This is an optimization exercise on Yosys and OpenROAD, whose aim is small area and a short achievable clock period, not a production implementation.
Function was checked by simulation only, so behaviour that the tests miss may differ from the original.
Power and IR drop assume default switching activity.

File: flow/config.mk
export PLATFORM = sky130hd
export DESIGN_NAME = dadda_16_16
export DESIGN_NICKNAME = dadda_16_16
export VERILOG_FILES = /design/flow/design.v
export SDC_FILE = /design/flow/constraint.sdc
export NUM_CORES = 4
export LEC_CHECK = 0
export CAP_MARGIN = 20
export CORE_MARGIN = 2
export CORE_UTILIZATION = 55
export CTS_BUF_LIST = sky130_fd_sc_hd__clkbuf_4 sky130_fd_sc_hd__clkbuf_8
export SETUP_SLACK_MARGIN = 3.8
export SLEW_MARGIN = 20
export SYNTH_HIERARCHICAL = 1
File: flow/constraint.sdc
create_clock -name core_clock -period 7.0 [get_ports {clk}]
set_input_delay 1.4000 -clock core_clock [delete_from_list [all_inputs] [get_ports {clk}]]
set_output_delay 1.4000 -clock core_clock [all_outputs]
set_load 0.01 [all_outputs]
File: flow/design.v
module fa(input x, y, z, output s, c);
  assign s = x ^ y ^ z;
  assign c = (x & y) | (z & (x | y));
endmodule
module bsel(input a, b, one, two, neg, output pn);
  assign pn = ~(((a & one) | (b & two)) ^ neg);
endmodule
module bsel1(input a, s, neg, output pn);
  assign pn = ~((a & s) ^ neg);
endmodule
module hac(input xn, yn, output sn, cn);
  xnor_m u_s (.a(xn), .b(yn), .y(sn));
  or_m u_c (.a(xn), .b(yn), .y(cn));
endmodule
module xnor_m(input a, b, output y);
  assign y = ~(a ^ b);
endmodule
module or_m(input a, b, output y);
  assign y = a | b;
endmodule
module g_inv(input a, output y);
  assign y = ~a;
endmodule
module g_nand2(input a, b, output y);
  assign y = ~(a & b);
endmodule
module g_nor2(input a, b, output y);
  assign y = ~(a | b);
endmodule
module g_xor2(input a, b, output y);
  assign y = a ^ b;
endmodule
module g_xnor2(input a, b, output y);
  assign y = ~(a ^ b);
endmodule
module g_aoi21(input a, b, c, output y);
  assign y = ~(c | (a & b));
endmodule
module g_oai21(input a, b, c, output y);
  assign y = ~(c & (a | b));
endmodule
module dadda_16_16(mpd_in, mpr_in, op_out, clk);
  input clk;
  input [15:0] mpd_in, mpr_in;
  output [32:0] op_out;
  wire [17:0] ye = {2'b00, mpr_in};
  wire [7:0] e_one, e_two;
  genvar gi, gj;
  generate for (gi = 0; gi < 8; gi = gi + 1) begin : g_enc
    wire ym1 = (gi == 0) ? 1'b0 : ye[2*gi-1];
    assign e_one[gi] = ye[2*gi] ^ ym1;
    assign e_two[gi] = (ye[2*gi+1] & ~ye[2*gi] & ~ym1) | (~ye[2*gi+1] & ye[2*gi] & ym1);
  end endgenerate
  reg [15:0] x;
  reg [7:0] one, two, neg;
  reg [25:0] q0, q1;
  reg [5:0] ql;
  reg qc;
  wire carry_n = w270;
  wire [25:0] r0n, r1n;
  wire [5:0] sln;
  always @(posedge clk) begin
    x <= mpd_in;
    one <= e_one;
    two <= e_two;
    neg <= {mpr_in[15], mpr_in[13], mpr_in[11], mpr_in[9], mpr_in[7], mpr_in[5], mpr_in[3], mpr_in[1]};
    q0 <= r0n;
    q1 <= r1n;
    ql <= sln;
    qc <= carry_n;
  end
  wire [7:0] negn = ~neg;
  wire [16:0] ppn [0:7];
  generate for (gi = 0; gi < 8; gi = gi + 1) begin : g_pp
    for (gj = 0; gj < 17; gj = gj + 1) begin : g_ppj
      if (gj == 0) begin : g_lo
        bsel1 u_sel (.a(x[0]), .s(one[gi]), .neg(neg[gi]), .pn(ppn[gi][gj]));
      end else if (gj == 16) begin : g_hi
        bsel1 u_sel (.a(x[15]), .s(two[gi]), .neg(neg[gi]), .pn(ppn[gi][gj]));
      end else begin : g_mid
        bsel u_sel (.a(x[gj]), .b(x[gj-1]), .one(one[gi]), .two(two[gi]), .neg(neg[gi]), .pn(ppn[gi][gj]));
      end
    end
  end endgenerate
  wire [15:0] r8n;
  generate for (gj = 0; gj < 16; gj = gj + 1) begin : g_r8
    g_nand2 u_r8 (.a(x[gj]), .b(neg[7]), .y(r8n[gj]));
  end endgenerate
  wire ci1;
  wire ci2;
  wire ci3;
  wire ci4;
  wire ci5;
  wire ci6;
  wire w7;
  wire w8;
  wire w9;
  wire w10;
  wire w11;
  wire w12;
  wire w13;
  wire w14;
  wire w15;
  wire w16;
  wire w17;
  wire w18;
  wire w19;
  wire w20;
  wire w21;
  wire w22;
  wire w23;
  wire w24;
  wire w25;
  wire w26;
  wire w27;
  wire w28;
  wire w29;
  wire w30;
  wire w31;
  wire w32;
  wire w33;
  wire w34;
  wire w35;
  wire w36;
  wire w37;
  wire w38;
  wire w39;
  wire w40;
  wire w41;
  wire w42;
  wire w43;
  wire w44;
  wire w45;
  wire w46;
  wire w47;
  wire w48;
  wire w49;
  wire w50;
  wire w51;
  wire w52;
  wire w53;
  wire w54;
  wire w55;
  wire w56;
  wire w57;
  wire w58;
  wire w59;
  wire w60;
  wire w61;
  wire w62;
  wire w63;
  wire w64;
  wire w65;
  wire w66;
  wire w67;
  wire w68;
  wire w69;
  wire w70;
  wire w71;
  wire w72;
  wire w73;
  wire w74;
  wire w75;
  wire w76;
  wire w77;
  wire w78;
  wire w79;
  wire w80;
  wire w81;
  wire w82;
  wire w83;
  wire w84;
  wire w85;
  wire w86;
  wire w87;
  wire w88;
  wire w89;
  wire w90;
  wire w91;
  wire w92;
  wire w93;
  wire w94;
  wire w95;
  wire w96;
  wire w97;
  wire w98;
  wire w99;
  wire w100;
  wire w101;
  wire w102;
  wire w103;
  wire w104;
  wire w105;
  wire w106;
  wire w107;
  wire w108;
  wire w109;
  wire w110;
  wire w111;
  wire w112;
  wire w113;
  wire w114;
  wire w115;
  wire w116;
  wire w117;
  wire w118;
  wire w119;
  wire w120;
  wire w121;
  wire w122;
  wire w123;
  wire w124;
  wire w125;
  wire w126;
  wire w127;
  wire w128;
  wire w129;
  wire w130;
  wire w131;
  wire w132;
  wire w133;
  wire w134;
  wire w135;
  wire w136;
  wire w137;
  wire w138;
  wire w139;
  wire w140;
  wire w141;
  wire w142;
  wire w143;
  wire w144;
  wire w145;
  wire w146;
  wire w147;
  wire w148;
  wire w149;
  wire w150;
  wire w151;
  wire w152;
  wire w153;
  wire w154;
  wire w155;
  wire w156;
  wire w157;
  wire w158;
  wire w159;
  wire w160;
  wire w161;
  wire w162;
  wire w163;
  wire w164;
  wire w165;
  wire w166;
  wire w167;
  wire w168;
  wire w169;
  wire w170;
  wire w171;
  wire w172;
  wire w173;
  wire w174;
  wire w175;
  wire w176;
  wire w177;
  wire w178;
  wire w179;
  wire w180;
  wire w181;
  wire w182;
  wire w183;
  wire w184;
  wire w185;
  wire w186;
  wire w187;
  wire w188;
  wire w189;
  wire w190;
  wire w191;
  wire w192;
  wire w193;
  wire w194;
  wire w195;
  wire w196;
  wire w197;
  wire w198;
  wire w199;
  wire w200;
  wire w201;
  wire w202;
  wire w203;
  wire w204;
  wire w205;
  wire w206;
  wire w207;
  wire w208;
  wire w209;
  wire w210;
  wire w211;
  wire w212;
  wire w213;
  wire w214;
  wire w215;
  wire w216;
  wire w217;
  wire w218;
  wire w219;
  wire w220;
  wire w221;
  wire w222;
  wire w223;
  wire w224;
  wire w225;
  wire w226;
  wire w227;
  wire w228;
  wire w229;
  wire w230;
  wire w231;
  wire w232;
  wire w233;
  wire w234;
  wire w235;
  wire w236;
  wire w237;
  wire w238;
  wire w239;
  wire w240;
  wire w241;
  wire w242;
  wire w243;
  wire w244;
  wire w245;
  wire w246;
  wire w247;
  wire w248;
  wire w249;
  wire w250;
  wire w251;
  wire w252;
  wire w253;
  wire w254;
  wire w255;
  wire w256;
  wire w257;
  wire w258;
  wire w259;
  wire w260;
  wire w261;
  wire w262;
  wire w263;
  wire w264;
  wire w265;
  wire w266;
  wire w267;
  wire w268;
  wire w269;
  wire w270;
  assign ci1 = ~r8n[4];
  assign ci2 = ~r8n[6];
  assign ci3 = ~r8n[8];
  assign ci4 = ~r8n[10];
  assign ci5 = ~r8n[12];
  assign ci6 = ~r8n[14];
  hac u_w7 (.xn(negn[5]), .yn(ppn[0][10]), .sn(w7), .cn(w8));
  hac u_w9 (.xn(ppn[0][11]), .yn(ppn[1][9]), .sn(w9), .cn(w10));
  fa u_w11 (.x(negn[6]), .y(ppn[0][12]), .z(ppn[1][10]), .s(w11), .c(w12));
  hac u_w13 (.xn(ppn[2][8]), .yn(ppn[3][6]), .sn(w13), .cn(w14));
  fa u_w15 (.x(ppn[0][13]), .y(ppn[1][11]), .z(ppn[2][9]), .s(w15), .c(w16));
  hac u_w17 (.xn(ppn[3][7]), .yn(ppn[4][5]), .sn(w17), .cn(w18));
  fa u_w19 (.x(negn[7]), .y(ppn[0][14]), .z(ppn[1][12]), .s(w19), .c(w20));
  fa u_w21 (.x(ppn[2][10]), .y(ppn[3][8]), .z(ppn[4][6]), .s(w21), .c(w22));
  hac u_w23 (.xn(ppn[5][4]), .yn(ppn[6][2]), .sn(w23), .cn(w24));
  fa u_w25 (.x(ppn[0][15]), .y(ppn[1][13]), .z(ppn[2][11]), .s(w25), .c(w26));
  fa u_w27 (.x(ppn[3][9]), .y(ppn[4][7]), .z(ppn[5][5]), .s(w27), .c(w28));
  hac u_w29 (.xn(ppn[6][3]), .yn(ppn[7][1]), .sn(w29), .cn(w30));
  fa u_w31 (.x(r8n[0]), .y(ppn[0][16]), .z(ppn[1][14]), .s(w31), .c(w32));
  fa u_w33 (.x(ppn[2][12]), .y(ppn[3][10]), .z(ppn[4][8]), .s(w33), .c(w34));
  fa u_w35 (.x(ppn[5][6]), .y(ppn[6][4]), .z(ppn[7][2]), .s(w35), .c(w36));
  fa u_w37 (.x(r8n[1]), .y(negn[0]), .z(ppn[1][15]), .s(w37), .c(w38));
  fa u_w39 (.x(ppn[2][13]), .y(ppn[3][11]), .z(ppn[4][9]), .s(w39), .c(w40));
  fa u_w41 (.x(ppn[5][7]), .y(ppn[6][5]), .z(ppn[7][3]), .s(w41), .c(w42));
  fa u_w43 (.x(r8n[2]), .y(negn[0]), .z(ppn[1][16]), .s(w43), .c(w44));
  fa u_w45 (.x(ppn[2][14]), .y(ppn[3][12]), .z(ppn[4][10]), .s(w45), .c(w46));
  fa u_w47 (.x(ppn[5][8]), .y(ppn[6][6]), .z(ppn[7][4]), .s(w47), .c(w48));
  fa u_w49 (.x(r8n[3]), .y(neg[0]), .z(neg[1]), .s(w49), .c(w50));
  fa u_w51 (.x(ppn[2][15]), .y(ppn[3][13]), .z(ppn[4][11]), .s(w51), .c(w52));
  fa u_w53 (.x(ppn[5][9]), .y(ppn[6][7]), .z(ppn[7][5]), .s(w53), .c(w54));
  fa u_w55 (.x(ci1), .y(ppn[2][16]), .z(ppn[3][14]), .s(w55), .c(w56));
  fa u_w57 (.x(ppn[4][12]), .y(ppn[5][10]), .z(ppn[6][8]), .s(w57), .c(w58));
  fa u_w59 (.x(r8n[5]), .y(r8n[4]), .z(neg[2]), .s(w59), .c(w60));
  fa u_w61 (.x(ppn[3][15]), .y(ppn[4][13]), .z(ppn[5][11]), .s(w61), .c(w62));
  fa u_w63 (.x(ci2), .y(ppn[3][16]), .z(ppn[4][14]), .s(w63), .c(w64));
  fa u_w65 (.x(r8n[7]), .y(r8n[6]), .z(neg[3]), .s(w65), .c(w66));
  hac u_w67 (.xn(negn[3]), .yn(ppn[0][6]), .sn(w67), .cn(w68));
  hac u_w69 (.xn(ppn[0][7]), .yn(ppn[1][5]), .sn(w69), .cn(w70));
  fa u_w71 (.x(negn[4]), .y(ppn[0][8]), .z(ppn[1][6]), .s(w71), .c(w72));
  hac u_w73 (.xn(ppn[2][4]), .yn(ppn[3][2]), .sn(w73), .cn(w74));
  fa u_w75 (.x(ppn[0][9]), .y(ppn[1][7]), .z(ppn[2][5]), .s(w75), .c(w76));
  hac u_w77 (.xn(ppn[3][3]), .yn(ppn[4][1]), .sn(w77), .cn(w78));
  fa u_w79 (.x(ppn[1][8]), .y(ppn[2][6]), .z(ppn[3][4]), .s(w79), .c(w80));
  fa u_w81 (.x(ppn[4][2]), .y(ppn[5][0]), .z(w7), .s(w81), .c(w82));
  fa u_w83 (.x(ppn[2][7]), .y(ppn[3][5]), .z(ppn[4][3]), .s(w83), .c(w84));
  fa u_w85 (.x(ppn[5][1]), .y(w8), .z(w9), .s(w85), .c(w86));
  fa u_w87 (.x(ppn[4][4]), .y(ppn[5][2]), .z(ppn[6][0]), .s(w87), .c(w88));
  fa u_w89 (.x(w10), .y(w13), .z(w11), .s(w89), .c(w90));
  fa u_w91 (.x(ppn[5][3]), .y(ppn[6][1]), .z(w14), .s(w91), .c(w92));
  fa u_w93 (.x(w17), .y(w12), .z(w15), .s(w93), .c(w94));
  fa u_w95 (.x(ppn[7][0]), .y(w18), .z(w23), .s(w95), .c(w96));
  fa u_w97 (.x(w16), .y(w19), .z(w21), .s(w97), .c(w98));
  fa u_w99 (.x(w24), .y(w29), .z(w20), .s(w99), .c(w100));
  fa u_w101 (.x(w22), .y(w25), .z(w27), .s(w101), .c(w102));
  fa u_w103 (.x(w30), .y(w26), .z(w28), .s(w103), .c(w104));
  fa u_w105 (.x(w31), .y(w33), .z(w35), .s(w105), .c(w106));
  fa u_w107 (.x(w32), .y(w34), .z(w36), .s(w107), .c(w108));
  fa u_w109 (.x(w37), .y(w39), .z(w41), .s(w109), .c(w110));
  fa u_w111 (.x(w38), .y(w40), .z(w42), .s(w111), .c(w112));
  fa u_w113 (.x(w43), .y(w45), .z(w47), .s(w113), .c(w114));
  fa u_w115 (.x(w44), .y(w46), .z(w48), .s(w115), .c(w116));
  fa u_w117 (.x(w49), .y(w51), .z(w53), .s(w117), .c(w118));
  fa u_w119 (.x(ppn[7][6]), .y(w50), .z(w52), .s(w119), .c(w120));
  fa u_w121 (.x(w54), .y(w55), .z(w57), .s(w121), .c(w122));
  fa u_w123 (.x(ppn[6][9]), .y(ppn[7][7]), .z(w56), .s(w123), .c(w124));
  fa u_w125 (.x(w58), .y(w59), .z(w61), .s(w125), .c(w126));
  fa u_w127 (.x(ppn[5][12]), .y(ppn[6][10]), .z(ppn[7][8]), .s(w127), .c(w128));
  fa u_w129 (.x(w60), .y(w62), .z(w63), .s(w129), .c(w130));
  fa u_w131 (.x(ppn[4][15]), .y(ppn[5][13]), .z(ppn[6][11]), .s(w131), .c(w132));
  fa u_w133 (.x(ppn[7][9]), .y(w64), .z(w65), .s(w133), .c(w134));
  fa u_w135 (.x(ci3), .y(ppn[4][16]), .z(ppn[5][14]), .s(w135), .c(w136));
  fa u_w137 (.x(ppn[6][12]), .y(ppn[7][10]), .z(w66), .s(w137), .c(w138));
  fa u_w139 (.x(r8n[9]), .y(r8n[8]), .z(neg[4]), .s(w139), .c(w140));
  fa u_w141 (.x(ppn[5][15]), .y(ppn[6][13]), .z(ppn[7][11]), .s(w141), .c(w142));
  fa u_w143 (.x(ci4), .y(ppn[5][16]), .z(ppn[6][14]), .s(w143), .c(w144));
  fa u_w145 (.x(r8n[11]), .y(r8n[10]), .z(neg[5]), .s(w145), .c(w146));
  hac u_w147 (.xn(negn[2]), .yn(ppn[0][4]), .sn(w147), .cn(w148));
  hac u_w149 (.xn(ppn[0][5]), .yn(ppn[1][3]), .sn(w149), .cn(w150));
  fa u_w151 (.x(ppn[1][4]), .y(ppn[2][2]), .z(ppn[3][0]), .s(w151), .c(w152));
  fa u_w153 (.x(ppn[2][3]), .y(ppn[3][1]), .z(w68), .s(w153), .c(w154));
  fa u_w155 (.x(ppn[4][0]), .y(w70), .z(w73), .s(w155), .c(w156));
  fa u_w157 (.x(w74), .y(w77), .z(w72), .s(w157), .c(w158));
  fa u_w159 (.x(w78), .y(w76), .z(w79), .s(w159), .c(w160));
  fa u_w161 (.x(w80), .y(w83), .z(w82), .s(w161), .c(w162));
  fa u_w163 (.x(w84), .y(w87), .z(w86), .s(w163), .c(w164));
  fa u_w165 (.x(w88), .y(w91), .z(w90), .s(w165), .c(w166));
  fa u_w167 (.x(w92), .y(w95), .z(w94), .s(w167), .c(w168));
  fa u_w169 (.x(w96), .y(w98), .z(w99), .s(w169), .c(w170));
  fa u_w171 (.x(w100), .y(w102), .z(w103), .s(w171), .c(w172));
  fa u_w173 (.x(w104), .y(w106), .z(w107), .s(w173), .c(w174));
  fa u_w175 (.x(w108), .y(w110), .z(w111), .s(w175), .c(w176));
  fa u_w177 (.x(w112), .y(w114), .z(w115), .s(w177), .c(w178));
  fa u_w179 (.x(w116), .y(w118), .z(w119), .s(w179), .c(w180));
  fa u_w181 (.x(w120), .y(w122), .z(w123), .s(w181), .c(w182));
  fa u_w183 (.x(w127), .y(w124), .z(w126), .s(w183), .c(w184));
  fa u_w185 (.x(w128), .y(w131), .z(w130), .s(w185), .c(w186));
  fa u_w187 (.x(w132), .y(w135), .z(w137), .s(w187), .c(w188));
  fa u_w189 (.x(w136), .y(w139), .z(w141), .s(w189), .c(w190));
  fa u_w191 (.x(ppn[7][12]), .y(w140), .z(w142), .s(w191), .c(w192));
  fa u_w193 (.x(ppn[6][15]), .y(ppn[7][13]), .z(w144), .s(w193), .c(w194));
  fa u_w195 (.x(ci5), .y(ppn[6][16]), .z(ppn[7][14]), .s(w195), .c(w196));
  fa u_w197 (.x(r8n[13]), .y(r8n[12]), .z(neg[6]), .s(w197), .c(w198));
  hac u_w199 (.xn(negn[1]), .yn(ppn[0][2]), .sn(w199), .cn(w200));
  hac u_w201 (.xn(ppn[0][3]), .yn(ppn[1][1]), .sn(w201), .cn(w202));
  fa u_w203 (.x(ppn[1][2]), .y(ppn[2][0]), .z(w147), .s(w203), .c(w204));
  fa u_w205 (.x(ppn[2][1]), .y(w148), .z(w149), .s(w205), .c(w206));
  fa u_w207 (.x(w150), .y(w67), .z(w151), .s(w207), .c(w208));
  fa u_w209 (.x(w69), .y(w152), .z(w153), .s(w209), .c(w210));
  fa u_w211 (.x(w71), .y(w154), .z(w155), .s(w211), .c(w212));
  fa u_w213 (.x(w75), .y(w156), .z(w157), .s(w213), .c(w214));
  fa u_w215 (.x(w81), .y(w158), .z(w159), .s(w215), .c(w216));
  fa u_w217 (.x(w85), .y(w160), .z(w161), .s(w217), .c(w218));
  fa u_w219 (.x(w89), .y(w162), .z(w163), .s(w219), .c(w220));
  fa u_w221 (.x(w93), .y(w164), .z(w165), .s(w221), .c(w222));
  fa u_w223 (.x(w97), .y(w166), .z(w167), .s(w223), .c(w224));
  fa u_w225 (.x(w101), .y(w168), .z(w169), .s(w225), .c(w226));
  fa u_w227 (.x(w105), .y(w170), .z(w171), .s(w227), .c(w228));
  fa u_w229 (.x(w109), .y(w172), .z(w173), .s(w229), .c(w230));
  fa u_w231 (.x(w113), .y(w174), .z(w175), .s(w231), .c(w232));
  fa u_w233 (.x(w117), .y(w176), .z(w177), .s(w233), .c(w234));
  fa u_w235 (.x(w121), .y(w178), .z(w179), .s(w235), .c(w236));
  fa u_w237 (.x(w125), .y(w180), .z(w181), .s(w237), .c(w238));
  fa u_w239 (.x(w129), .y(w182), .z(w183), .s(w239), .c(w240));
  fa u_w241 (.x(w133), .y(w184), .z(w185), .s(w241), .c(w242));
  fa u_w243 (.x(w134), .y(w186), .z(w187), .s(w243), .c(w244));
  fa u_w245 (.x(w138), .y(w189), .z(w188), .s(w245), .c(w246));
  fa u_w247 (.x(w143), .y(w190), .z(w191), .s(w247), .c(w248));
  fa u_w249 (.x(w145), .y(w192), .z(w193), .s(w249), .c(w250));
  fa u_w251 (.x(w146), .y(w195), .z(w194), .s(w251), .c(w252));
  fa u_w253 (.x(ppn[7][15]), .y(w196), .z(w197), .s(w253), .c(w254));
  fa u_w255 (.x(ci6), .y(ppn[7][16]), .z(w198), .s(w255), .c(w256));
  fa u_w257 (.x(r8n[15]), .y(r8n[14]), .z(neg[7]), .s(w257), .c(w258));
  hac u_w259 (.xn(negn[0]), .yn(ppn[0][0]), .sn(w259), .cn(w260));
  hac u_w261 (.xn(ppn[0][1]), .yn(w260), .sn(w261), .cn(w262));
  fa u_w263 (.x(w199), .y(ppn[1][0]), .z(w262), .s(w263), .c(w264));
  fa u_w265 (.x(w200), .y(w201), .z(w264), .s(w265), .c(w266));
  fa u_w267 (.x(w202), .y(w203), .z(w266), .s(w267), .c(w268));
  fa u_w269 (.x(w204), .y(w205), .z(w268), .s(w269), .c(w270));
  g_nor2 u_g0 (.a(w206), .b(w207), .y(r0n[0]));
  g_xor2 u_p0 (.a(w206), .b(w207), .y(r1n[0]));
  g_nor2 u_g1 (.a(w208), .b(w209), .y(r0n[1]));
  g_xor2 u_p1 (.a(w208), .b(w209), .y(r1n[1]));
  g_nor2 u_g2 (.a(w210), .b(w211), .y(r0n[2]));
  g_xor2 u_p2 (.a(w210), .b(w211), .y(r1n[2]));
  g_nor2 u_g3 (.a(w212), .b(w213), .y(r0n[3]));
  g_xor2 u_p3 (.a(w212), .b(w213), .y(r1n[3]));
  g_nor2 u_g4 (.a(w214), .b(w215), .y(r0n[4]));
  g_xor2 u_p4 (.a(w214), .b(w215), .y(r1n[4]));
  g_nor2 u_g5 (.a(w216), .b(w217), .y(r0n[5]));
  g_xor2 u_p5 (.a(w216), .b(w217), .y(r1n[5]));
  g_nor2 u_g6 (.a(w218), .b(w219), .y(r0n[6]));
  g_xor2 u_p6 (.a(w218), .b(w219), .y(r1n[6]));
  g_nor2 u_g7 (.a(w220), .b(w221), .y(r0n[7]));
  g_xor2 u_p7 (.a(w220), .b(w221), .y(r1n[7]));
  g_nor2 u_g8 (.a(w222), .b(w223), .y(r0n[8]));
  g_xor2 u_p8 (.a(w222), .b(w223), .y(r1n[8]));
  g_nor2 u_g9 (.a(w224), .b(w225), .y(r0n[9]));
  g_xor2 u_p9 (.a(w224), .b(w225), .y(r1n[9]));
  g_nor2 u_g10 (.a(w226), .b(w227), .y(r0n[10]));
  g_xor2 u_p10 (.a(w226), .b(w227), .y(r1n[10]));
  g_nor2 u_g11 (.a(w228), .b(w229), .y(r0n[11]));
  g_xor2 u_p11 (.a(w228), .b(w229), .y(r1n[11]));
  g_nor2 u_g12 (.a(w230), .b(w231), .y(r0n[12]));
  g_xor2 u_p12 (.a(w230), .b(w231), .y(r1n[12]));
  g_nor2 u_g13 (.a(w232), .b(w233), .y(r0n[13]));
  g_xor2 u_p13 (.a(w232), .b(w233), .y(r1n[13]));
  g_nor2 u_g14 (.a(w234), .b(w235), .y(r0n[14]));
  g_xor2 u_p14 (.a(w234), .b(w235), .y(r1n[14]));
  g_nor2 u_g15 (.a(w236), .b(w237), .y(r0n[15]));
  g_xor2 u_p15 (.a(w236), .b(w237), .y(r1n[15]));
  g_nor2 u_g16 (.a(w238), .b(w239), .y(r0n[16]));
  g_xor2 u_p16 (.a(w238), .b(w239), .y(r1n[16]));
  g_nor2 u_g17 (.a(w240), .b(w241), .y(r0n[17]));
  g_xor2 u_p17 (.a(w240), .b(w241), .y(r1n[17]));
  g_nor2 u_g18 (.a(w242), .b(w243), .y(r0n[18]));
  g_xor2 u_p18 (.a(w242), .b(w243), .y(r1n[18]));
  g_nor2 u_g19 (.a(w244), .b(w245), .y(r0n[19]));
  g_xor2 u_p19 (.a(w244), .b(w245), .y(r1n[19]));
  g_nor2 u_g20 (.a(w246), .b(w247), .y(r0n[20]));
  g_xor2 u_p20 (.a(w246), .b(w247), .y(r1n[20]));
  g_nor2 u_g21 (.a(w248), .b(w249), .y(r0n[21]));
  g_xor2 u_p21 (.a(w248), .b(w249), .y(r1n[21]));
  g_nor2 u_g22 (.a(w250), .b(w251), .y(r0n[22]));
  g_xor2 u_p22 (.a(w250), .b(w251), .y(r1n[22]));
  g_nor2 u_g23 (.a(w252), .b(w253), .y(r0n[23]));
  g_xor2 u_p23 (.a(w252), .b(w253), .y(r1n[23]));
  g_nor2 u_g24 (.a(w254), .b(w255), .y(r0n[24]));
  g_xor2 u_p24 (.a(w254), .b(w255), .y(r1n[24]));
  g_nor2 u_g25 (.a(w256), .b(w257), .y(r0n[25]));
  g_xor2 u_p25 (.a(w256), .b(w257), .y(r1n[25]));
  assign sln[0] = w259;
  assign sln[1] = w261;
  assign sln[2] = w263;
  assign sln[3] = w265;
  assign sln[4] = w267;
  assign sln[5] = w269;
  wire a1;
  wire a2;
  wire a3;
  wire a4;
  wire a5;
  wire a6;
  wire a7;
  wire a8;
  wire a9;
  wire a10;
  wire a11;
  wire a12;
  wire a13;
  wire a14;
  wire a15;
  wire a16;
  wire a17;
  wire a18;
  wire a19;
  wire a20;
  wire a21;
  wire a22;
  wire a23;
  wire a24;
  wire a25;
  wire a26;
  wire a27;
  wire a28;
  wire a29;
  wire a30;
  wire a31;
  wire a32;
  wire a33;
  wire a34;
  wire a35;
  wire a36;
  wire a37;
  wire a38;
  wire a39;
  wire a40;
  wire a41;
  wire a42;
  wire a43;
  wire a44;
  wire a45;
  wire a46;
  wire a47;
  wire a48;
  wire a49;
  wire a50;
  wire a51;
  wire a52;
  wire a53;
  wire a54;
  wire a55;
  wire a56;
  wire a57;
  wire a58;
  wire a59;
  wire a60;
  wire a61;
  wire a62;
  wire a63;
  wire a64;
  wire a65;
  wire a66;
  wire a67;
  wire a68;
  wire a69;
  wire a70;
  wire a71;
  wire a72;
  wire a73;
  wire a74;
  wire a75;
  wire a76;
  wire a77;
  wire a78;
  wire a79;
  wire a80;
  wire a81;
  wire a82;
  wire a83;
  wire a84;
  wire a85;
  wire a86;
  wire a87;
  wire a88;
  wire a89;
  wire a90;
  wire a91;
  wire a92;
  wire a93;
  wire a94;
  wire a95;
  wire a96;
  wire a97;
  wire a98;
  wire a99;
  wire a100;
  wire a101;
  wire a102;
  wire a103;
  wire a104;
  wire a105;
  wire a106;
  wire a107;
  wire a108;
  wire a109;
  wire a110;
  wire a111;
  wire a112;
  wire a113;
  wire a114;
  wire a115;
  wire a116;
  wire a117;
  wire a118;
  wire a119;
  wire a120;
  wire a121;
  wire a122;
  wire a123;
  wire a124;
  wire a125;
  wire a126;
  wire a127;
  wire a128;
  wire a129;
  wire a130;
  wire a131;
  wire a132;
  wire a133;
  wire a134;
  wire a135;
  wire a136;
  wire a137;
  wire a138;
  wire a139;
  wire a140;
  wire a141;
  wire a142;
  wire a143;
  wire a144;
  wire a145;
  wire a146;
  wire a147;
  g_inv u_a1 (.a(qc), .y(a1));
  g_aoi21 u_a2 (.a(q1[0]), .b(a1), .c(q0[0]), .y(a2));
  g_aoi21 u_a3 (.a(q1[2]), .b(q0[1]), .c(q0[2]), .y(a3));
  g_nand2 u_a4 (.a(q1[2]), .b(q1[1]), .y(a4));
  g_aoi21 u_a5 (.a(q1[4]), .b(q0[3]), .c(q0[4]), .y(a5));
  g_nand2 u_a6 (.a(q1[4]), .b(q1[3]), .y(a6));
  g_aoi21 u_a7 (.a(q1[6]), .b(q0[5]), .c(q0[6]), .y(a7));
  g_nand2 u_a8 (.a(q1[6]), .b(q1[5]), .y(a8));
  g_aoi21 u_a9 (.a(q1[8]), .b(q0[7]), .c(q0[8]), .y(a9));
  g_nand2 u_a10 (.a(q1[8]), .b(q1[7]), .y(a10));
  g_aoi21 u_a11 (.a(q1[10]), .b(q0[9]), .c(q0[10]), .y(a11));
  g_nand2 u_a12 (.a(q1[10]), .b(q1[9]), .y(a12));
  g_aoi21 u_a13 (.a(q1[12]), .b(q0[11]), .c(q0[12]), .y(a13));
  g_nand2 u_a14 (.a(q1[12]), .b(q1[11]), .y(a14));
  g_aoi21 u_a15 (.a(q1[14]), .b(q0[13]), .c(q0[14]), .y(a15));
  g_nand2 u_a16 (.a(q1[14]), .b(q1[13]), .y(a16));
  g_aoi21 u_a17 (.a(q1[16]), .b(q0[15]), .c(q0[16]), .y(a17));
  g_nand2 u_a18 (.a(q1[16]), .b(q1[15]), .y(a18));
  g_aoi21 u_a19 (.a(q1[18]), .b(q0[17]), .c(q0[18]), .y(a19));
  g_nand2 u_a20 (.a(q1[18]), .b(q1[17]), .y(a20));
  g_aoi21 u_a21 (.a(q1[20]), .b(q0[19]), .c(q0[20]), .y(a21));
  g_nand2 u_a22 (.a(q1[20]), .b(q1[19]), .y(a22));
  g_aoi21 u_a23 (.a(q1[22]), .b(q0[21]), .c(q0[22]), .y(a23));
  g_nand2 u_a24 (.a(q1[22]), .b(q1[21]), .y(a24));
  g_aoi21 u_a25 (.a(q1[24]), .b(q0[23]), .c(q0[24]), .y(a25));
  g_nand2 u_a26 (.a(q1[24]), .b(q1[23]), .y(a26));
  g_inv u_a27 (.a(a2), .y(a27));
  g_aoi21 u_a28 (.a(q1[1]), .b(a27), .c(q0[1]), .y(a28));
  g_oai21 u_a29 (.a(a4), .b(a2), .c(a3), .y(a29));
  g_inv u_a30 (.a(a5), .y(a30));
  g_aoi21 u_a31 (.a(q1[5]), .b(a30), .c(q0[5]), .y(a31));
  g_inv u_a32 (.a(a6), .y(a32));
  g_nand2 u_a33 (.a(q1[5]), .b(a32), .y(a33));
  g_oai21 u_a34 (.a(a8), .b(a5), .c(a7), .y(a34));
  g_nor2 u_a35 (.a(a8), .b(a6), .y(a35));
  g_inv u_a36 (.a(a9), .y(a36));
  g_aoi21 u_a37 (.a(q1[9]), .b(a36), .c(q0[9]), .y(a37));
  g_inv u_a38 (.a(a10), .y(a38));
  g_nand2 u_a39 (.a(q1[9]), .b(a38), .y(a39));
  g_oai21 u_a40 (.a(a12), .b(a9), .c(a11), .y(a40));
  g_nor2 u_a41 (.a(a12), .b(a10), .y(a41));
  g_inv u_a42 (.a(a13), .y(a42));
  g_aoi21 u_a43 (.a(q1[13]), .b(a42), .c(q0[13]), .y(a43));
  g_inv u_a44 (.a(a14), .y(a44));
  g_nand2 u_a45 (.a(q1[13]), .b(a44), .y(a45));
  g_oai21 u_a46 (.a(a16), .b(a13), .c(a15), .y(a46));
  g_nor2 u_a47 (.a(a16), .b(a14), .y(a47));
  g_inv u_a48 (.a(a17), .y(a48));
  g_aoi21 u_a49 (.a(q1[17]), .b(a48), .c(q0[17]), .y(a49));
  g_inv u_a50 (.a(a18), .y(a50));
  g_nand2 u_a51 (.a(q1[17]), .b(a50), .y(a51));
  g_oai21 u_a52 (.a(a20), .b(a17), .c(a19), .y(a52));
  g_nor2 u_a53 (.a(a20), .b(a18), .y(a53));
  g_inv u_a54 (.a(a21), .y(a54));
  g_aoi21 u_a55 (.a(q1[21]), .b(a54), .c(q0[21]), .y(a55));
  g_inv u_a56 (.a(a22), .y(a56));
  g_nand2 u_a57 (.a(q1[21]), .b(a56), .y(a57));
  g_oai21 u_a58 (.a(a24), .b(a21), .c(a23), .y(a58));
  g_nor2 u_a59 (.a(a24), .b(a22), .y(a59));
  g_inv u_a60 (.a(a25), .y(a60));
  g_aoi21 u_a61 (.a(q1[25]), .b(a60), .c(q0[25]), .y(a61));
  g_inv u_a62 (.a(a26), .y(a62));
  g_nand2 u_a63 (.a(q1[25]), .b(a62), .y(a63));
  g_aoi21 u_a64 (.a(q1[3]), .b(a29), .c(q0[3]), .y(a64));
  g_inv u_a65 (.a(a29), .y(a65));
  g_oai21 u_a66 (.a(a6), .b(a65), .c(a5), .y(a66));
  g_oai21 u_a67 (.a(a33), .b(a65), .c(a31), .y(a67));
  g_aoi21 u_a68 (.a(a35), .b(a29), .c(a34), .y(a68));
  g_aoi21 u_a69 (.a(q1[11]), .b(a40), .c(q0[11]), .y(a69));
  g_nand2 u_a70 (.a(q1[11]), .b(a41), .y(a70));
  g_inv u_a71 (.a(a40), .y(a71));
  g_oai21 u_a72 (.a(a14), .b(a71), .c(a13), .y(a72));
  g_nand2 u_a73 (.a(a44), .b(a41), .y(a73));
  g_oai21 u_a74 (.a(a45), .b(a71), .c(a43), .y(a74));
  g_inv u_a75 (.a(a45), .y(a75));
  g_nand2 u_a76 (.a(a75), .b(a41), .y(a76));
  g_aoi21 u_a77 (.a(a47), .b(a40), .c(a46), .y(a77));
  g_nand2 u_a78 (.a(a47), .b(a41), .y(a78));
  g_aoi21 u_a79 (.a(q1[19]), .b(a52), .c(q0[19]), .y(a79));
  g_nand2 u_a80 (.a(q1[19]), .b(a53), .y(a80));
  g_inv u_a81 (.a(a52), .y(a81));
  g_oai21 u_a82 (.a(a22), .b(a81), .c(a21), .y(a82));
  g_nand2 u_a83 (.a(a56), .b(a53), .y(a83));
  g_oai21 u_a84 (.a(a57), .b(a81), .c(a55), .y(a84));
  g_inv u_a85 (.a(a57), .y(a85));
  g_nand2 u_a86 (.a(a85), .b(a53), .y(a86));
  g_aoi21 u_a87 (.a(a59), .b(a52), .c(a58), .y(a87));
  g_nand2 u_a88 (.a(a59), .b(a53), .y(a88));
  g_inv u_a89 (.a(a68), .y(a89));
  g_aoi21 u_a90 (.a(q1[7]), .b(a89), .c(q0[7]), .y(a90));
  g_oai21 u_a91 (.a(a10), .b(a68), .c(a9), .y(a91));
  g_oai21 u_a92 (.a(a39), .b(a68), .c(a37), .y(a92));
  g_aoi21 u_a93 (.a(a41), .b(a89), .c(a40), .y(a93));
  g_oai21 u_a94 (.a(a70), .b(a68), .c(a69), .y(a94));
  g_inv u_a95 (.a(a72), .y(a95));
  g_oai21 u_a96 (.a(a73), .b(a68), .c(a95), .y(a96));
  g_inv u_a97 (.a(a74), .y(a97));
  g_oai21 u_a98 (.a(a76), .b(a68), .c(a97), .y(a98));
  g_oai21 u_a99 (.a(a78), .b(a68), .c(a77), .y(a99));
  g_inv u_a100 (.a(a87), .y(a100));
  g_aoi21 u_a101 (.a(q1[23]), .b(a100), .c(q0[23]), .y(a101));
  g_inv u_a102 (.a(a88), .y(a102));
  g_nand2 u_a103 (.a(q1[23]), .b(a102), .y(a103));
  g_oai21 u_a104 (.a(a26), .b(a87), .c(a25), .y(a104));
  g_nor2 u_a105 (.a(a26), .b(a88), .y(a105));
  g_oai21 u_a106 (.a(a63), .b(a87), .c(a61), .y(a106));
  g_nor2 u_a107 (.a(a63), .b(a88), .y(a107));
  g_aoi21 u_a108 (.a(q1[15]), .b(a99), .c(q0[15]), .y(a108));
  g_inv u_a109 (.a(a99), .y(a109));
  g_oai21 u_a110 (.a(a18), .b(a109), .c(a17), .y(a110));
  g_oai21 u_a111 (.a(a51), .b(a109), .c(a49), .y(a111));
  g_aoi21 u_a112 (.a(a53), .b(a99), .c(a52), .y(a112));
  g_oai21 u_a113 (.a(a80), .b(a109), .c(a79), .y(a113));
  g_inv u_a114 (.a(a83), .y(a114));
  g_aoi21 u_a115 (.a(a114), .b(a99), .c(a82), .y(a115));
  g_inv u_a116 (.a(a86), .y(a116));
  g_aoi21 u_a117 (.a(a116), .b(a99), .c(a84), .y(a117));
  g_oai21 u_a118 (.a(a88), .b(a109), .c(a87), .y(a118));
  g_oai21 u_a119 (.a(a103), .b(a109), .c(a101), .y(a119));
  g_aoi21 u_a120 (.a(a105), .b(a99), .c(a104), .y(a120));
  g_aoi21 u_a121 (.a(a107), .b(a99), .c(a106), .y(a121));
  g_xnor2 u_a122 (.a(q1[0]), .b(qc), .y(a122));
  g_xnor2 u_a123 (.a(q1[1]), .b(a2), .y(a123));
  g_xnor2 u_a124 (.a(q1[2]), .b(a28), .y(a124));
  g_xor2 u_a125 (.a(q1[3]), .b(a29), .y(a125));
  g_xnor2 u_a126 (.a(q1[4]), .b(a64), .y(a126));
  g_xor2 u_a127 (.a(q1[5]), .b(a66), .y(a127));
  g_xor2 u_a128 (.a(q1[6]), .b(a67), .y(a128));
  g_xnor2 u_a129 (.a(q1[7]), .b(a68), .y(a129));
  g_xnor2 u_a130 (.a(q1[8]), .b(a90), .y(a130));
  g_xor2 u_a131 (.a(q1[9]), .b(a91), .y(a131));
  g_xor2 u_a132 (.a(q1[10]), .b(a92), .y(a132));
  g_xnor2 u_a133 (.a(q1[11]), .b(a93), .y(a133));
  g_xor2 u_a134 (.a(q1[12]), .b(a94), .y(a134));
  g_xor2 u_a135 (.a(q1[13]), .b(a96), .y(a135));
  g_xor2 u_a136 (.a(q1[14]), .b(a98), .y(a136));
  g_xor2 u_a137 (.a(q1[15]), .b(a99), .y(a137));
  g_xnor2 u_a138 (.a(q1[16]), .b(a108), .y(a138));
  g_xor2 u_a139 (.a(q1[17]), .b(a110), .y(a139));
  g_xor2 u_a140 (.a(q1[18]), .b(a111), .y(a140));
  g_xnor2 u_a141 (.a(q1[19]), .b(a112), .y(a141));
  g_xor2 u_a142 (.a(q1[20]), .b(a113), .y(a142));
  g_xnor2 u_a143 (.a(q1[21]), .b(a115), .y(a143));
  g_xnor2 u_a144 (.a(q1[22]), .b(a117), .y(a144));
  g_xor2 u_a145 (.a(q1[23]), .b(a118), .y(a145));
  g_xor2 u_a146 (.a(q1[24]), .b(a119), .y(a146));
  g_xnor2 u_a147 (.a(q1[25]), .b(a120), .y(a147));
  wire [25:0] hi;
  assign hi[0] = a122;
  assign hi[1] = a123;
  assign hi[2] = a124;
  assign hi[3] = a125;
  assign hi[4] = a126;
  assign hi[5] = a127;
  assign hi[6] = a128;
  assign hi[7] = a129;
  assign hi[8] = a130;
  assign hi[9] = a131;
  assign hi[10] = a132;
  assign hi[11] = a133;
  assign hi[12] = a134;
  assign hi[13] = a135;
  assign hi[14] = a136;
  assign hi[15] = a137;
  assign hi[16] = a138;
  assign hi[17] = a139;
  assign hi[18] = a140;
  assign hi[19] = a141;
  assign hi[20] = a142;
  assign hi[21] = a143;
  assign hi[22] = a144;
  assign hi[23] = a145;
  assign hi[24] = a146;
  assign hi[25] = a147;
  assign op_out = {1'b0, hi, ~ql};
endmodule
File: flow/flow/run.sh
#!/bin/bash
# Standard layout (the standard.sh) with two changes:
#  - after synthesis, flow/post_synth.tcl takes logic cells down to their
#    smallest drive strength (timing repair later sizes up what it needs);
#  - the port buffers are buf_1 cells (sized up by repair where needed).
set -euo pipefail
here=$(pwd)
bash standard.sh POST_SYNTH_TCL=$here/flow/post_synth.tcl \
  "BUFFER_PORTS_ARGS=-buffer_cell sky130_fd_sc_hd__buf_1" finish > $here/standard_flow.log 2>&1
File: flow/flow/post_synth.tcl
# After synthesis: take every logic cell down to the smallest drive strength
# of its own kind and drop the buffers synthesis inserted; timing repair in the
# later steps sizes up what the critical paths need.
set n_resized 0
foreach inst [get_cells *] {
  set master [get_property $inst ref_name]
  if {![regexp {^(sky130_fd_sc_hd__[a-z0-9]+)_([0-9]+)$} $master -> base size]} { continue }
  if {[regexp {__(df|dl|sdf|edf|conb|tap|fill|decap|clk)} $base]} { continue }
  set best ""
  set best_area 1e9
  foreach s {0 1 2 4} {
    set lc [get_lib_cells -quiet */${base}_$s]
    if {$lc eq ""} { continue }
    if {[get_property $lc dont_use]} { continue }
    set a [get_property $lc area]
    if {$a < $best_area} { set best_area $a; set best [get_name $lc] }
  }
  if {$best ne "" && $best ne $master} {
    replace_cell $inst $best
    incr n_resized
  }
}
puts "post_synth: resized $n_resized cells"
remove_buffers
File: flow/standard.sh
#!/bin/bash
# synth_recipe.tcl (not shown) runs the flow's synth.tcl, then flattens the netlist and writes it again
# the make line also repeats each setting of config.mk as NAME=value (left out here)
make -C /OpenROAD-flow-scripts/flow DESIGN_CONFIG=/design/flow/config.mk WORK_HOME=/design/flow/orfs CLKGATE_MAP_FILE= SYNTH_SCRIPT=/design/flow/synth_recipe.tcl "${@:-finish}"
==> metrics.cfg, run 1 <==
[flow_run]
cap_violations=0

[synthesis]
synthCells=775
syn_avg_cell_area_um2=10.4
synth_fp_nets=924
netlist_area_um2=8060
ys_warn_count=7

[critical_path]
crit_arrival_ns=1.99
end_kind=output pin
ff2ff_path_depth=9
cp.required_ns=5.60
rrSetupSlack_ns=3.86
critPathLaunchType=register
critPathKind=reg2out
cp_max_fo=6

[placed_design]
io_buffers=64
dp_hpwl_mm=13.8
place_ws_ns=3.10
place.gp.congestion=0.820
placed_cells=1026

[detailed_routing]
ant_nets=0
drt_iter0_drc=393
wl_per_cell_um=19.3
first_pass_iters=5
drc=0
drt_wl_total_mm=21.2
avgViaCountPerCell=5.81
vias=6361

[die]
start_util=0.559
die-area_um2=15600
fp.dieW_um=125
num_io_pins=66
die_h_um=125
core_um2=14400
fp-row-count=44

[sta]
final.min_clock_period_ns=3.39
finalCritPeriodShare=0.484
worst_slack_ns=3.61
tns_ns=0
fin_skew_ns=0.0154
rsz0062_at_grt=yes
fmaxAchievable_ghz=0.295
timing_hold_violations_final=0
slew_violations=0
finalSetupViolCount=0
whs_ns=0.682

[global_routing]
grt_pass1_wl_mm=34.3
gr-total-overflow=0
grt_use_total=0.273
grt_pass1_vias=6696
antenna_found_initial=0
grt_max_degree=20

[clock_tree]
cts_tree=done
cts-root-buf=clkbuf_8
clk_latency_ns=0.38
cts_hold_buf=0
cts_made_buffers=9
ctsHtreeMaxLevel=3
clock_path_buffers=2
cts_num_sinks=98
clk_pin_slew_ns=0.10

[cells_and_area]
instances_no_fill=1094
area_delta_synth_final_pct=22.3
drive_above_1_share=0.259
diodes=0
layout.nets=1055
fin_util=0.684

[power_and_ir_drop]
vdd_drop_max_v=0.000225
power_leakage_uw=0.00383
powerDensity_nw_per_um2=415

[min_path]
hold-path-cell-count=3
hold_class=reg2reg

[outcome]
status=no timing/DRC/antenna violations

-- sequential cells by signal, indices dropped and copies added (netlist names) --
signal / count
x: 16
q1: 26
ql: 6
qc: 1
neg: 8
one: 8
q0: 25
two: 8
-- cells in the final DEF (no fill, tap or decap), drive strengths merged --
cell,n
nor2b,1
nor2,31
a21oi,33
buf,117
conb,1
fa,116
nand2b,7
nand2,58
o21ai,31
xnor2,28
a22oi,120
clkinv,1
or2,16
dfxtp,98
nand3b,7
xor2,183
inv,49
clkbuf,12
bufinv,1
-- layout make-up --
type / instances / area [um^2]
clock buffers: 9 / 124
clock inverters: 6 / 72.6
fillers: 1141 / 4560
inverters: 45 / 174
multi-input cells: 632 / 6380
flip-flops and latches: 98 / 2130
well taps: 184 / 230
repair buffers: 120 / 756
-- worst max-delay path: stages (launching register included) --
cell and delay, ns:
dfxtp_2 0.35, a21oi_2 0.25, o21ai_4 0.11, a21oi_2 0.21, o21ai_4 0.14, buf_8 0.17
a21oi_4 0.12, xnor2_1 0.12, buf_2 0.14
-- path summary, 6_finish.rpt --
path	start	end
max	q1[8]$_DFF_P_	op_out[28]
min	x[0]$_DFF_P_	ql[0]$_DFF_P_
max reg2reg	x[9]$_DFF_P_	q1[10]$_DFF_P_
min reg2reg	x[0]$_DFF_P_	ql[0]$_DFF_P_
-- metrics by stage --
stage	area (um^2)	power, uW
global placement	8570	3260
finish	9860	4100
detailed placement	8570	3340
global route	9860	4520
CTS	9200	3940
floorplan	8080	2760
-- routing by layer --
layer | GRT usage | vias to the layer above | part of all wire
met4 | 0.107 | 0 | 0.032
li1 | - | 2870 | -
met3 | 0.0368 | 55 | 0.052
met2 | 0.463 | 225 | 0.50
met1 | 0.358 | 3211 | 0.42
met5 | 0 | - | 0
-- power by group --
part | leakage, uW | switching (uW) | internal, uW
registers | 0.000839 | 215 | 795
clock network | 0.000102 | 210 | 169
logic | 0.00289 | 1400 | 1310
-- timing repair --
item / 4_1_cts / 5_1_grt
setup buffers: 15 / 38
gates resized for setup: 144 / 98
setup endpoints to repair: 52 / 43
pin swaps: 20 / 56
hold endpoints to repair: 0 / 0
==> run 2: changes to the inputs <==
--- a/flow/config.mk
+++ b/flow/config.mk
@@ -11,3 +11,3 @@
 export CTS_BUF_LIST = sky130_fd_sc_hd__clkbuf_4 sky130_fd_sc_hd__clkbuf_8
-export SETUP_SLACK_MARGIN = 3.8
+export SETUP_SLACK_MARGIN = 3.6
 export SLEW_MARGIN = 20
==> metrics.cfg, run 2 <==
[cells_and_area]
diodes=0  ; unchanged
final_common_cell=xor2_1
area_delta_synth_final_pct=14.5
instances_no_fill=1058  ; -3.3%
largest_reg_flops=26  ; unchanged
layout.nets=1018  ; -3.5%
top_regs=q1: 26 flops, q0: 25 flops, x: 16 flops
largest_register=q1
final_cell_mix=xor2_1 (183), a22oi_1 (120), fa_1 (116)
drive_above_1_share=0.141  ; -0.119

[power_and_ir_drop]
swShare=0.445  ; -0.000604
combPwrFrac=0.644  ; -0.017
vdd_drop_max_v=0.000171  ; -24%
pwr-share-seq=0.246  ; about the same
power_leakage_uw=0.00362  ; -5.5%
p_switching_uw=1790  ; -1.8%
p_int_uw=2230  ; -1.6%
p_clk_frac=0.111  ; +0.018
powerDensity_nw_per_um2=436  ; +5.1%

[clock_tree]
clk_pin_slew_ns=0.11  ; about the same
cts_made_buffers=9  ; unchanged
cts_tree=done
cts-root-buf=clkbuf_8
clock_path_buffers=2  ; unchanged
cts_hold_buf=0  ; unchanged
cts_num_sinks=98  ; unchanged
ctsHtreeMaxLevel=3  ; unchanged
clk_latency_ns=0.40  ; +0.02 ns

[die]
fp-row-count=44  ; unchanged
core_um2=14400  ; unchanged
start_util=0.559  ; unchanged
die-area_um2=15600  ; unchanged
fp.dieW_um=125  ; unchanged
num_io_pins=66  ; unchanged
die_h_um=125  ; unchanged

[sta]
timing_hold_violations_final=0  ; unchanged
fin_skew_ns=0.0214  ; +0.00606 ns
worst_slew_pin_slew_ns=0.504
relSlewSlack=0.664
slew_violations=0  ; unchanged
rsz0062_at_grt=yes
fmaxAchievable_ghz=0.285  ; -3.4%
finalSetupViolCount=0  ; unchanged
final.min_clock_period_ns=3.51  ; +0.120 ns
tns_ns=0  ; unchanged
finalCritPeriodShare=0.501  ; +0.0171

[synthesis]
ys_warn_count=7  ; unchanged
synth_fp_nets=924  ; unchanged
syn_avg_cell_area_um2=10.4  ; unchanged
netlist_area_um2=8060  ; unchanged
synthCells=775  ; unchanged

[detailed_routing]
vias=6189  ; -2.7%
avgViaCountPerCell=5.85  ; +0.61%
drc=0  ; unchanged
wl_per_cell_um=19.1  ; -1.2%
first_pass_iters=5  ; unchanged
drt_iter0_drc=442  ; +12%
ant_nets=0  ; unchanged
drt_wl_total_mm=20.2  ; -4.5%

[critical_path]
cp_max_fo=7  ; +1
cp_slowest_cell=dfxtp_2
cp.required_ns=5.60  ; about the same
crit_arrival_ns=2.11  ; +0.12 ns
crit_family=compound AO/OA/AOI/OAI gates
end_kind=output pin
critPathKind=reg2out
cp_num_buf_inv=4  ; +2
critPathLaunchType=register
critPathMaxStageDelay_ns=0.34  ; about the same
cp_cell_sequence=inv_2, a21oi_4, o21ai_4, a21oi_4, buf_12, o21ai_4, buf_8, a21oi_2, xnor2_1, buf_2

[global_routing]
gr-total-overflow=0  ; unchanged
antenna_found_initial=0  ; unchanged
grt_pass1_vias=6694  ; -0.030%
grt_use_total=0.271  ; -0.00170
grt_max_degree=36  ; +80%
grt_pass1_wl_mm=33.8  ; -1.5%

[outcome]
status=no timing/DRC/antenna violations

[placed_design]
place.gp.congestion=0.832  ; +1.5%
placed_cells=1032  ; +0.58%
io_buffers=64  ; unchanged
dp_hpwl_mm=14.0  ; +1.1%

[flow_run]
cap_violations=0  ; unchanged

[min_path]
hold_class=reg2reg

==> run 2: cell type report <==
class,instances,area [um^2]
sequential,98,2050
timing repair buffer,83,419
clock buffer,10,138
clock inverter,6,105
tap,184,230
fill,1217,5190
multi-input combinational,632,6110
inverter,45,171
==> run 2: metrics by stage <==
step / utilization / power, uW / setup slack [ns] / hold WS (ns) / instance area [um^2]
after floorplan: - / 2760 / 3.62 / 0.753 / 8070
after global placement: 0.596 / 3270 / 2.97 / 0.856 / 8600
after detailed placement: 0.596 / 3360 / 2.83 / 0.870 / 8600
after CTS: 0.630 / 3980 / 3.55 / 0.778 / 9090
after global routing: 0.640 / 4420 / 3.40 / 0.821 / 9230
final: 0.640 / 4030 / 3.49 / 0.764 / 9230
==> run 2: path summary, 6_finish.rpt <==
path | to | depth (start not counted) | slack, ns | from
min reg2reg | ql[0]$_DFF_P_ | 3 | 0.76 | x[0]$_DFF_P_
max reg2reg | q1[14]$_DFF_P_ | 7 | 3.69 | x[13]$_DFF_P_
min | ql[0]$_DFF_P_ | 3 | 0.76 | x[0]$_DFF_P_
max | op_out[25] | 10 | 3.49 | qc$_DFF_P_
==> run 2: worst register-to-register path, stage by stage, from the launching register on <==
cell,delay [ns]
dfxtp_2,0.59
a22oi_1,0.17
xor2_1,0.18
fa_1,0.57
fa_1,0.47
fa_1,0.58
fa_1,0.46
xor2_1,0.18
==> run 2: power groups by stage <==
stage / logic (uW) / clock network, uW / registers [uW]
after global routing: 2930 / 478 / 1010
final: 2590 / 445 / 990
after floorplan: 1830 / 0 / 927
after detailed placement: 2390 / 0 / 972
after CTS: 2550 / 457 / 975
after global placement: 2300 / 0 / 965
==> run 2: metal layers <==
| layer | wire, um | part of all wire | global-route usage | vias up |
|---|---|---|---|---|
| met5 | 0 | 0 | 0 | - |
| met4 | 482 | 0.024 | 0.107 | 0 |
| met3 | 999 | 0.049 | 0.0492 | 43 |
| met2 | 10400 | 0.51 | 0.465 | 213 |
| met1 | 8370 | 0.41 | 0.341 | 3144 |
| li1 | - | - | - | 2789 |
==> run 2: timing repair <==
| action | 4_1_cts | 5_1_grt |
|---|---|---|
| pin swaps | 14 | 10 |
| gates resized for setup | 90 | 34 |
| endpoints found under the setup margin | 45 | 27 |
| hold endpoints to repair | 0 | 0 |
| buffers inserted | 5 | 5 |
==> run 3: changes to the inputs <==
--- a/flow/config.mk
+++ b/flow/config.mk
@@ -11,3 +11,3 @@
 export CTS_BUF_LIST = sky130_fd_sc_hd__clkbuf_4 sky130_fd_sc_hd__clkbuf_8
-export SETUP_SLACK_MARGIN = 3.6
+export SETUP_SLACK_MARGIN = 3.2
 export SLEW_MARGIN = 20
==> metrics.cfg, run 3 <==
[sta]
relSlewSlack=0.437  ; -0.227
slew_violations=0  ; unchanged
final.min_clock_period_ns=3.64  ; +0.129 ns
tns_ns=0  ; unchanged
fin_skew_ns=0.0158  ; -0.00567 ns
timing_hold_violations_final=0  ; unchanged
worst_slew_pin_slew_ns=0.843  ; +0.339 ns
fmaxAchievable_ghz=0.275  ; -3.6%
rsz0062_at_grt=yes
finalCritPeriodShare=0.519  ; +0.0185
finalSetupViolCount=0  ; unchanged

[power_and_ir_drop]
power_leakage_uw=0.00350  ; -3.5%
p_int_uw=2060  ; -7.7%
combPwrFrac=0.638  ; -0.006
swShare=0.448  ; +0.00300
vdd_drop_max_v=0.000192  ; +12%
powerDensity_nw_per_um2=421  ; -3.6%
p_clk_frac=0.107  ; -0.004
pwr-share-seq=0.256  ; +0.010
p_switching_uw=1680  ; -6.6%

[critical_path]
cp_cell_sequence=a21oi_4, o21ai_4, a21oi_4, o21ai_0, buf_4, inv_1, o21ai_0, xor2_1, buf_1
cp_num_buf_inv=3  ; -1
end_kind=output pin
cp_slowest_cell=dfxtp_1
crit_family=compound AO/OA/AOI/OAI gates
critPathMaxStageDelay_ns=0.40  ; +0.06 ns
cp_max_fo=7  ; unchanged
crit_arrival_ns=2.24  ; +0.13 ns
cp.required_ns=5.60  ; about the same
critPathLaunchType=register
critPathKind=reg2out

[cells_and_area]
fin_util=0.616  ; -0.0239
final_common_cell=xor2_1
design_area_um2=8880  ; -3.7%
largest_reg_flops=26  ; unchanged
drive_above_1_share=0.0380  ; -0.103
final_cell_mix=xor2_1 (183), a22oi_1 (120), fa_1 (116)
diodes=0  ; unchanged
area_delta_synth_final_pct=10.2
instances_no_fill=1052  ; -0.57%
top_regs=q1: 26 flops, q0: 25 flops, x: 16 flops
layout.nets=1012  ; -0.59%
largest_register=q1

[clock_tree]
cts_made_buffers=9  ; unchanged
ctsHtreeMaxLevel=3  ; unchanged
clk_pin_slew_ns=0.11  ; about the same
clk_latency_ns=0.39  ; about the same
clock_path_buffers=2  ; unchanged
cts_num_sinks=98  ; unchanged
cts_tree=done
cts_hold_buf=0  ; unchanged
cts-root-buf=clkbuf_8

[synthesis]
synthCells=775  ; unchanged
synth_fp_nets=924  ; unchanged
ys_warn_count=7  ; unchanged
netlist_area_um2=8060  ; unchanged
syn_avg_cell_area_um2=10.4  ; unchanged

[die]
fp-row-count=44  ; unchanged
start_util=0.559  ; unchanged
fp.dieW_um=125  ; unchanged
die_h_um=125  ; unchanged
die-area_um2=15600  ; unchanged
core_um2=14400  ; unchanged
num_io_pins=66  ; unchanged

[detailed_routing]
drc=0  ; unchanged
avgViaCountPerCell=5.77  ; -1.4%
ant_nets=0  ; unchanged
drt_iter0_drc=417  ; -5.7%
wl_per_cell_um=18.5  ; -3.2%
first_pass_iters=5  ; unchanged
drt_wl_total_mm=19.5  ; -3.8%
vias=6069  ; -1.9%

[global_routing]
grt_pass1_vias=6726  ; +0.48%
grt_pass1_wl_mm=33.1  ; -2.0%
grt_max_degree=36  ; unchanged
gr-total-overflow=0  ; unchanged
grt_use_total=0.265  ; -0.00663
antenna_found_initial=0  ; unchanged

[placed_design]
placed_cells=1035  ; +0.29%
io_buffers=64  ; unchanged
dp_hpwl_mm=14.0  ; -0.23%
place.gp.congestion=0.853  ; +2.6%
placed_area_um2=8620  ; +0.23%

[min_path]
hold_class=reg2reg

[outcome]
status=no timing/DRC/antenna violations

[flow_run]
cap_violations=0  ; unchanged

run 3: worst reg2reg max path: stages (launching register included):
cell	delay [ns]
dfxtp_1	0.86
a22oi_1	0.25
xor2_1	0.22
fa_1	0.54
fa_1	0.44
fa_1	0.57
fa_1	0.46
xor2_1	0.17
run 3: metrics by stage:
step	total power (uW)	setup slack, ns	hold slack, ns
4_1_cts	3770	3.24	0.864
3_5_place_dp	3350	3.05	0.858
3_3_place_gp	3270	3.14	0.854
2_1_floorplan	2760	3.40	0.753
6_report	3740	3.36	0.874
5_1_grt	4140	3.15	0.933
run 3: metal layers:
layer  up-vias  share of wire  GRT usage
li1       2780              -          -
met4         0          0.017     0.0889
met3        24          0.057     0.0526
met1      3060           0.41      0.328
met2       205           0.52      0.464
met5         -              0          0
run 3: power groups by stage:
stage / registers, uW / logic (uW) / clock network, uW
global placement: 958 / 2310 / 0
detailed placement: 966 / 2380 / 0
CTS: 953 / 2410 / 412
floorplan: 927 / 1830 / 0
global route: 983 / 2730 / 433
finish: 956 / 2380 / 398
run 3: area by class of cell:
type                            instances  area [um^2]
Multi-Input combinational cell        632         5970
Fill cell                            1283         5540
Sequential cell                        98         1960
Timing Repair Buffer                   77          338
Tap cell                              184          230
Inverter                               45          169
Clock buffer                           10          138
Clock inverter                          6         80.1
run 3: what timing repair did:
item,CTS,global route
setup buffers,1,0
gates resized for setup,4,7
endpoints found under the setup margin,18,6
pin swaps,1,0
run 3: final timing paths:
check	from	endpoint	slack, ns	cells past startpoint
hold reg to reg	one[0]$_DFF_P_	ql[0]$_DFF_P_	0.87	3
setup / recovery	q1[0]$_DFF_P_	op_out[30]	3.36	9
setup reg to reg	one[6]$_DFF_P_	q1[13]$_DFF_P_	3.38	7
hold / removal	one[0]$_DFF_P_	ql[0]$_DFF_P_	0.87	3
==> run 4: changes to the inputs <==
--- a/flow/config.mk
+++ b/flow/config.mk
@@ -11,3 +11,3 @@
 export CTS_BUF_LIST = sky130_fd_sc_hd__clkbuf_4 sky130_fd_sc_hd__clkbuf_8
-export SETUP_SLACK_MARGIN = 3.2
+export SETUP_SLACK_MARGIN = 3.3
 export SLEW_MARGIN = 20
==> metrics.cfg, run 4 <==
[outcome]
status=no timing/DRC/antenna violations

[clock_tree]
cts_tree=done
clock_path_buffers=2  ; unchanged
cts_num_sinks=98  ; unchanged
cts_made_buffers=9  ; unchanged
cts_hold_buf=0  ; unchanged
ctsHtreeMaxLevel=3  ; unchanged
cts-root-buf=clkbuf_8
clk_latency_ns=0.39  ; about the same
clk_pin_slew_ns=0.11  ; about the same

[synthesis]
netlist_area_um2=8060  ; unchanged
synth_fp_nets=924  ; unchanged
synthCells=775  ; unchanged
syn_avg_cell_area_um2=10.4  ; unchanged
ys_warn_count=7  ; unchanged

[detailed_routing]
drc=0  ; unchanged
wl_per_cell_um=18.5  ; about the same
first_pass_iters=5  ; unchanged
drt_iter0_drc=433  ; +3.8%
drt_wl_total_mm=19.5  ; +0.14%
vias=6072  ; +0.049%
avgViaCountPerCell=5.76  ; -0.14%
ant_nets=0  ; unchanged

[global_routing]
grt_use_total=0.265  ; +0.000643
grt_pass1_wl_mm=33.2  ; +0.31%
grt_pass1_vias=6741  ; +0.22%
antenna_found_initial=0  ; unchanged
grt_max_degree=36  ; unchanged
gr-total-overflow=0  ; unchanged

[die]
start_util=0.559  ; unchanged
fp.dieW_um=125  ; unchanged
core_um2=14400  ; unchanged
die_h_um=125  ; unchanged
num_io_pins=66  ; unchanged
die-area_um2=15600  ; unchanged
fp-row-count=44  ; unchanged

[placed_design]
place.gp.congestion=0.853  ; unchanged
placed_cells=1035  ; unchanged
dp_hpwl_mm=14.0  ; unchanged
io_buffers=64  ; unchanged

[critical_path]
rrSetupSlack_ns=3.43  ; +0.05 ns
critPathLaunchType=register
rr_startpoint=one[5]$_DFF_P_
crit_arrival_ns=3.84  ; +1.60 ns
critPathKind=reg2reg
cp.required_ns=7.27  ; +1.67 ns
cp_max_fo=16  ; +9
reg2reg_to=q1[15]$_DFF_P_
ff2ff_path_depth=7  ; unchanged
end_kind=register

[power_and_ir_drop]
combPwrFrac=0.640  ; +0.002
total_power_uw=3760  ; +0.73%
pwr-share-seq=0.255  ; about the same
p_int_uw=2080  ; +0.93%
p_switching_uw=1680  ; +0.49%
p_clk_frac=0.106  ; about the same
vdd_drop_max_v=0.000192  ; about the same
swShare=0.447  ; -0.00108
powerDensity_nw_per_um2=421  ; +0.18%
power_leakage_uw=0.00351  ; +0.36%

[cells_and_area]
layout.nets=1014  ; +0.20%
largest_register=q1
drive_above_1_share=0.0655  ; +0.0275
top_regs=q1: 26 flops, q0: 25 flops, x: 16 flops
fin_util=0.619  ; +0.00338
final_common_cell=xor2_1
final_cell_mix=xor2_1 (183), a22oi_1 (120), fa_1 (116)
area_delta_synth_final_pct=10.8
largest_reg_flops=26  ; unchanged
instances_no_fill=1054  ; +0.19%
diodes=0  ; unchanged

[sta]
finalCritPeriodShare=0.510  ; -0.00922
rsz0062_at_grt=no
worst_slew_pin_slew_ns=0.797  ; -0.0456 ns
fmaxAchievable_ghz=0.280  ; +1.8%
timing_hold_violations_final=0  ; unchanged
fin_skew_ns=0.0160  ; +0.000287 ns
finalSetupViolCount=0  ; unchanged
tns_ns=0  ; unchanged
relSlewSlack=0.468  ; +0.0305
final.min_clock_period_ns=3.57  ; -0.0646 ns
slew_violations=0  ; unchanged

[flow_run]
cap_violations=0  ; unchanged

[min_path]
hold_end=ql[0]$_DFF_P_
hold_class=reg2reg
hp-start=x[0]$_DFF_P_
hold-path-cell-count=3  ; unchanged

-- run 4: layer usage --
layer / part of all wire / up-vias / GRT usage / routed length [um]
met3: 0.050 / 22 / 0.0531 / 971
met4: 0.018 / 0 / 0.0941 / 360
li1: - / 2784 / - / -
met2: 0.52 / 198 / 0.462 / 10100
met5: 0 / - / 0 / 0
met1: 0.42 / 3068 / 0.329 / 8100
-- run 4: worst max-delay path, stage by stage (launching register included) --
cell	delay (ns)
dfxtp_1	0.81
a22oi_1	0.23
xor2_1	0.22
fa_1	0.55
fa_1	0.44
fa_1	0.58
fa_1	0.45
xor2_1	0.18
-- run 4: repair_timing --
item	4_1_cts	5_1_grt
endpoints found under the setup margin	19	17
buffers inserted	1	2
resized for setup	9	30
pin swaps	1	1
-- run 4: worst max path at each step --
stage / from / endpoint / slack [ns] / depth (start not counted)
after floorplan: neg[7]$_DFF_P_ / q1[15]$_DFF_P_ / 3.40 / 7
after global placement: qc$_DFF_P_ / op_out[29] / 3.14 / 10
after detailed placement: qc$_DFF_P_ / op_out[23] / 3.05 / 10
after CTS: q1[0]$_DFF_P_ / op_out[23] / 3.34 / 9
after global routing: qc$_DFF_P_ / op_out[22] / 3.29 / 10
final: one[5]$_DFF_P_ / q1[15]$_DFF_P_ / 3.43 / 7
-- run 4: area by class of cell --
cell class / instances / area [um^2]
clock buffers: 10 / 138
fillers: 1273 / 5490
repair buffers: 79 / 353
multi-input cells: 632 / 5980
clock inverters: 6 / 80.1
inverters: 45 / 169
flip-flops and latches: 98 / 1980
well taps: 184 / 230
-- run 4: power groups by stage --
stage | Sequential (uW) | Clock [uW] | Combinational (uW)
2_1_floorplan | 927 | 0 | 1830
3_3_place_gp | 958 | 0 | 2310
3_5_place_dp | 966 | 0 | 2380
4_1_cts | 955 | 412 | 2420
5_1_grt | 988 | 433 | 2750
6_report | 960 | 397 | 2410
-- run 4: through the flow --
stage	hold slack [ns]	worst slack (ns)	area, um^2
after detailed placement	0.858	3.05	8620
after global placement	0.854	3.14	8620
final	0.801	3.43	8930
after global routing	0.884	3.29	8930
after floorplan	0.753	3.40	8060
after CTS	0.864	3.34	8880

## re-timing with driven ports
How much do the figures lean on ideal ports? The routed layouts below were timed once more, with nothing changed but the port constraints.
Step 1: set_driving_cell puts a clkbuf_16 on clk and a buf_2 on each other input, an assumption about the parent block.
Step 2 also shifts input and output timing later by t, the mid clock arrival at the registers, as if the neighbouring blocks saw the same clock.
Slacks: no drivers / after step 1 / after step 2; pairs: no drivers / after step 1.
| run | t (ns) | setup slack, ns | pins driven straight from the clock port |
|---|---|---|---|
| run 1 | 0.415 | 3.613 / 3.575 / 3.858 | 1 |
| run 2 | 0.429 | 3.494 / 3.456 / 3.695 | 1 |
| run 3 | 0.419 | 3.365 / 3.327 / 3.377 | 1 |
| run 4 | 0.418 | 3.429 / 3.395 / 3.429 | 1 |
After both steps setup and hold are still met in every run listed.
